Background: an optimization exercise with open tools, aiming at small area. Do not read the settings as production practice. The RTL was checked by simulation tests, not by an equivalence proof against the original design. Power figures rest on the tool's default switching activity, not on a simulated workload.

==> inputs of run G <==
==> flow/design.v <==
module vgaSync(clk, rst, hsync, vsync, video_on, pixel_x, pixel_y);
input clk, rst;
output hsync, vsync, video_on;
output [9:0] pixel_x, pixel_y;
reg [1:0] ph;
reg [9:0] h;
reg [9:0] v;
reg hs, vs;
wire [10:0] hc;
wire [10:0] vc;
assign hc[0] = ph[1] & ph[0];                 
genvar i;
generate for (i = 0; i < 10; i = i + 1) begin : ch
    assign hc[i+1] = hc[i] & h[i];
    assign vc[i+1] = vc[i] & v[i];
end endgenerate
wire line_end = hc[5] & h[9] & h[8];          
assign vc[0] = line_end;
wire frame_end = line_end & v[9] & v[3] & v[2];  
always @(posedge clk) begin
    ph[0] <= rst | ~ph[0];
    ph[1] <= rst | (ph[1] ^ ph[0]);
    h <= (rst | line_end) ? 10'd0 : (h ^ hc[9:0]);
    v <= (rst | frame_end) ? 10'd0 : (v ^ vc[9:0]);
    hs <= ~rst & h[9] & ~h[8] & h[7] & (h[6] | h[5] | h[4]) & ~(h[6] & h[5] & h[4]);
    vs <= ~rst & v[9] & ~v[3] & ~v[2] & (v[1] ^ v[0]);
end
assign hsync = hs;
assign vsync = vs;
assign video_on = ~(h[9] & (h[8] | h[7])) & ~v[9] & ~(v[8] & v[7] & v[6] & v[5]);
assign pixel_x = h;
assign pixel_y = v;
endmodule
module pixelGeneration(
    input clk,
    input rst,
    input switch,
    input [9:0] pixel_x,
    input [9:0] pixel_y,
    input video_on,
    input [3:0] push,
    output [2:0] rgb
);
    reg [9:0] xs;
    reg [9:0] ys;
    reg [9:0] sc;    
    genvar i;
    wire ge400 = sc[9] | (sc[8] & sc[7] & (sc[6] | sc[5] | sc[4]));
    wire ge800 = sc[9] & sc[8] & sc[5];
    wire wrap = switch ? ge400 : ge800;
    wire tick = ~|sc;
    wire [10:0] sc_c;
    assign sc_c[0] = 1'b1;
    generate for (i = 0; i < 10; i = i + 1) begin : scc
        assign sc_c[i+1] = sc_c[i] & sc[i];
    end endgenerate
    always @(posedge clk or posedge rst) begin
        if (rst)
            sc <= 0;
        else
            sc <= wrap ? 10'd0 : (sc ^ sc_c[9:0]);
    end
    wire y_dn_ok = (ys <= 10'd438) | (ys >= 10'd984);
    wire y_up_ok = |ys;
    wire x_rt_ok = ~(xs[9] & xs[6] & xs[4] & xs[2] & xs[1] & xs[0]);
    wire x_lf_ok = |xs;
    wire y_dn = push[3] & y_dn_ok;
    wire y_en = tick & (y_dn | (push[0] & y_up_ok));
    wire x_up = push[1] & x_rt_ok;
    wire x_en = tick & (x_up | (push[2] & x_lf_ok));
    wire [10:0] yt, xt;
    assign yt[0] = y_en;
    assign xt[0] = x_en;
    generate for (i = 0; i < 10; i = i + 1) begin : udc
        assign yt[i+1] = yt[i] & (ys[i] ^ y_dn);
        assign xt[i+1] = xt[i] & (xs[i] ^ ~x_up);
    end endgenerate
    always @(posedge clk or posedge rst) begin
        if (rst) begin
            xs <= 10'd320;
            ys <= 10'd220;
        end else begin
            xs <= xs ^ xt[9:0];
            ys <= ys ^ yt[9:0];
        end
    end
    wire [10:0] bx, by;
    wire [9:0] dx, dy;
    assign bx[0] = 1'b0;
    assign by[0] = 1'b0;
    generate for (i = 0; i < 10; i = i + 1) begin : sub
        assign dx[i] = pixel_x[i] ^ xs[i] ^ bx[i];
        assign bx[i+1] = (~pixel_x[i] & xs[i]) | (~(pixel_x[i] ^ xs[i]) & bx[i]);
        assign dy[i] = pixel_y[i] ^ ys[i] ^ by[i];
        assign by[i+1] = (~pixel_y[i] & ys[i]) | (~(pixel_y[i] ^ ys[i]) & by[i]);
    end endgenerate
    wire in_x = ~|dx[9:6] & ~(dx[5] & (dx[4] | dx[3]));
    wire in_y = ~|dy[9:6] & ~(dy[5] & (dy[4] | dy[3])) & ~ys[9];
    wire sq = in_x & in_y;
    assign rgb = {1'b0, video_on & sq, video_on & ~sq};
endmodule
module VGAanimatedObject(clk, rst, switch, push, hsync, vsync, rgb);
input clk, rst;
input switch;
input [3:0] push;
output hsync, vsync;
output [2:0] rgb;
wire video_on;
wire [9:0] pixel_x, pixel_y;
vgaSync vgaSync(.clk(clk), .rst(rst), .hsync(hsync), .vsync(vsync), .video_on(video_on), .pixel_x(pixel_x), .pixel_y(pixel_y));
pixelGeneration pixelGeneration(.clk(clk), .rst(rst), .push(push), .switch(switch), .pixel_x(pixel_x), .pixel_y(pixel_y), .video_on(video_on), .rgb(rgb));
endmodule
==> flow/run.sh <==
#!/bin/bash
# synth_recipe.tcl (not shown) runs the flow's synth.tcl, then flattens the netlist and writes it again
# the make line also repeats each setting of config.mk as NAME=value (left out here)
make -C /OpenROAD-flow-scripts/flow DESIGN_CONFIG=/design/flow/config.mk WORK_HOME=/design/flow/orfs CLKGATE_MAP_FILE= SYNTH_SCRIPT=/design/flow/synth_recipe.tcl finish
==> flow/config.mk <==
export PLATFORM = sky130hd
export DESIGN_NAME = VGAanimatedObject
export DESIGN_NICKNAME = VGAanimatedObject
export VERILOG_FILES = /design/flow/design.v
export SDC_FILE = /design/flow/constraint.sdc
export NUM_CORES = 4
export LEC_CHECK = 0
export ABC_AREA = 1
export CAP_MARGIN = 20
export CORE_MARGIN = 2
export CORE_UTILIZATION = 70
export SLEW_MARGIN = 20
==> flow/constraint.sdc <==
create_clock -name core_clock -period 10.0 [get_ports {clk}]
set_input_delay 2.0000 -clock core_clock [delete_from_list [all_inputs] [get_ports {clk}]]
set_output_delay 2.0000 -clock core_clock [all_outputs]
set_load 0.01 [all_outputs]
==> run C (differences from run G) <==
- ABC_AREA: 1 -> unset
- CORE_UTILIZATION: 70 -> 40
==> run F (differences from run G) <==
==> flow/flow/run.sh (new file) <==
#!/bin/bash
# Own layout flow: the standard synthesis, then the combinational logic is
# re-mapped with a deeper ABC script (registers untouched), then the
# standard ORFS steps from floorplan on, with small port buffers and a
# clock tree without dummy loads.
set -euo pipefail
R=orfs/results/${FLOW_PLATFORM}/VGAanimatedObject/base
bash standard.sh synth > log_synth.txt 2>&1
cp $R/1_2_yosys.v reopt_in.v
yosys -s flow/reopt.ys > log_reopt.txt 2>&1
cp reopt_out.v $R/1_2_yosys.v
bash standard.sh finish \
  BUFFER_PORTS_ARGS="-buffer_cell sky130_fd_sc_hd__buf_1" \
  CTS_ARGS="-sink_clustering_enable -repair_clock_nets -dont_use_dummy_load" \
  > log_finish.txt 2>&1
==> flow/flow/deep.abc (new file) <==
strash
&get -n
&deepsyn -T 60
&dch -f
&nf -p -a
&put
topo
==> flow/flow/reopt.ys (new file) <==
# Re-map the combinational logic of the standard synthesis with a deeper ABC
# script.  Flip-flops (and tie cells) are kept as they are, with their names.
read_liberty -ignore_miss_func /OpenROAD-flow-scripts/flow/platforms/sky130hd/lib/sky130_fd_sc_hd__tt_025C_1v80.lib
read_verilog reopt_in.v
hierarchy -top VGAanimatedObject
setattr -mod -set keep_hierarchy 1 sky130_fd_sc_hd__df* sky130_fd_sc_hd__conb_1
flatten
opt_clean
abc -liberty /OpenROAD-flow-scripts/flow/platforms/sky130hd/lib/sky130_fd_sc_hd__tt_025C_1v80.lib -dont_use sky130_fd_sc_hd__probe* -dont_use sky130_fd_sc_hd__lpflow* -script flow/deep.abc
opt_clean -purge
setattr -mod -set blackbox 1 sky130_fd_sc_hd__*
stat -liberty /OpenROAD-flow-scripts/flow/platforms/sky130hd/lib/sky130_fd_sc_hd__tt_025C_1v80.lib
write_verilog -noattr -nohex -nodec reopt_out.v
==> flow/standard.sh (new file) <==
#!/bin/bash
# synth_recipe.tcl (not shown) runs the flow's synth.tcl, then flattens the netlist and writes it again
# the make line also repeats each setting of config.mk as NAME=value (left out here)
make -C /OpenROAD-flow-scripts/flow DESIGN_CONFIG=/design/flow/config.mk WORK_HOME=/design/flow/orfs CLKGATE_MAP_FILE= SYNTH_SCRIPT=/design/flow/synth_recipe.tcl "${@:-finish}"
- ABC_AREA: 1 -> unset
- CORE_UTILIZATION: 70 -> 40
removed: flow/run.sh
==> qor summary <==
| metric | run G | run C | run F |
|---|---|---|---|
| Seq area share | 0.345 | 0.340 | 0.412 |
| Post-Route M1 WL | 2730 µm | 3090 µm | 2920 µm |
| Met2 wire length | 2590 µm | 2890 µm | 2590 µm |
| Share of synthesized flip-flops with an asynchronous set or reset | 0.556 | 0.556 | - |
| Outcome | no timing/DRC/antenna violations | no timing/DRC/antenna violations | no timing/DRC/antenna violations |
| Comb power | 0.000214 W | 0.0000442 W | 0.000167 W |
| Post-synthesis mux area share | 0 | 0.0241 | - |
| Number of multi-input combinational cells | 239 | 233 | 246 |
| Synth cell types | 41 | 59 | - |
| Final #Nets | 440 | 385 | 344 |
| Share of the clock period used by the worst path after layout | 0.729 | 0.747 | 0.460 |
| Largest driver fanout on the critical path | 7 | 8 | 13 |
| Top cell type's share of synthesized area | 0.172 | 0.171 | - |
| Prevailing post-synth register cell | dfxtp_1 | dfxtp_1 | - |
| Power per unit of standard cell area | 187 nW/µm² | 109 nW/µm² | 203 nW/µm² |
| Synthesized-area fraction occupied by xor and xnor cells | 0.0810 | 0.0727 | - |
| Period minus WS final | 7290 ps | 7470 ps | 4600 ps |
| Leakage power | 1.78 nW | 1.61 nW | 1.18 nW |
| Maximum number of pins on one net before global-route repair | 36 | 33 | 35 |
| Cell count after synthesis | 375 | 325 | 318 |
| Overall global routing resource usage | 0.234 | 0.157 | 0.163 |
| Comb pwr share | 0.318 | 0.111 | 0.273 |
| Adder-cell share of the synthesized area | 0.191 | 0.190 | - |
| Horizontal die dimension | 73.2 µm | 95.9 µm | 87.5 µm |

==> re-timing with driven ports <==
No port has a modelled driver above. Below, the same layouts with a new extraction and two added sets of constraints. Step 1, drivers: a clkbuf_16 drives clk and a buf_2 each remaining input, both assumed. Step 2 times the ports against the registers' clock, not the clock port: input delays grow and output delays shrink by t, the midpoint of the rising clock arrivals with the driver on. a / b / c = ideal / step 1 / step 2; a / b = the first two.
run	shift t [ns]	slack for setup (ns)	worst setup path at the end	latest minus earliest clock arrival (ns)	worst register clock-pin slew, ns
run G	0.330	2.705 / 2.679 / 3.009	register to output	0.008 / 0.009	0.10 / 0.10
run C	0.332	2.528 / 2.498 / 2.830	register to output	0.010 / 0.010	0.10 / 0.10
run F	0.331	5.402 / 5.373 / 5.704	register to output	0.017 / 0.016	0.10 / 0.10
After both steps setup and hold are still met in every run listed.
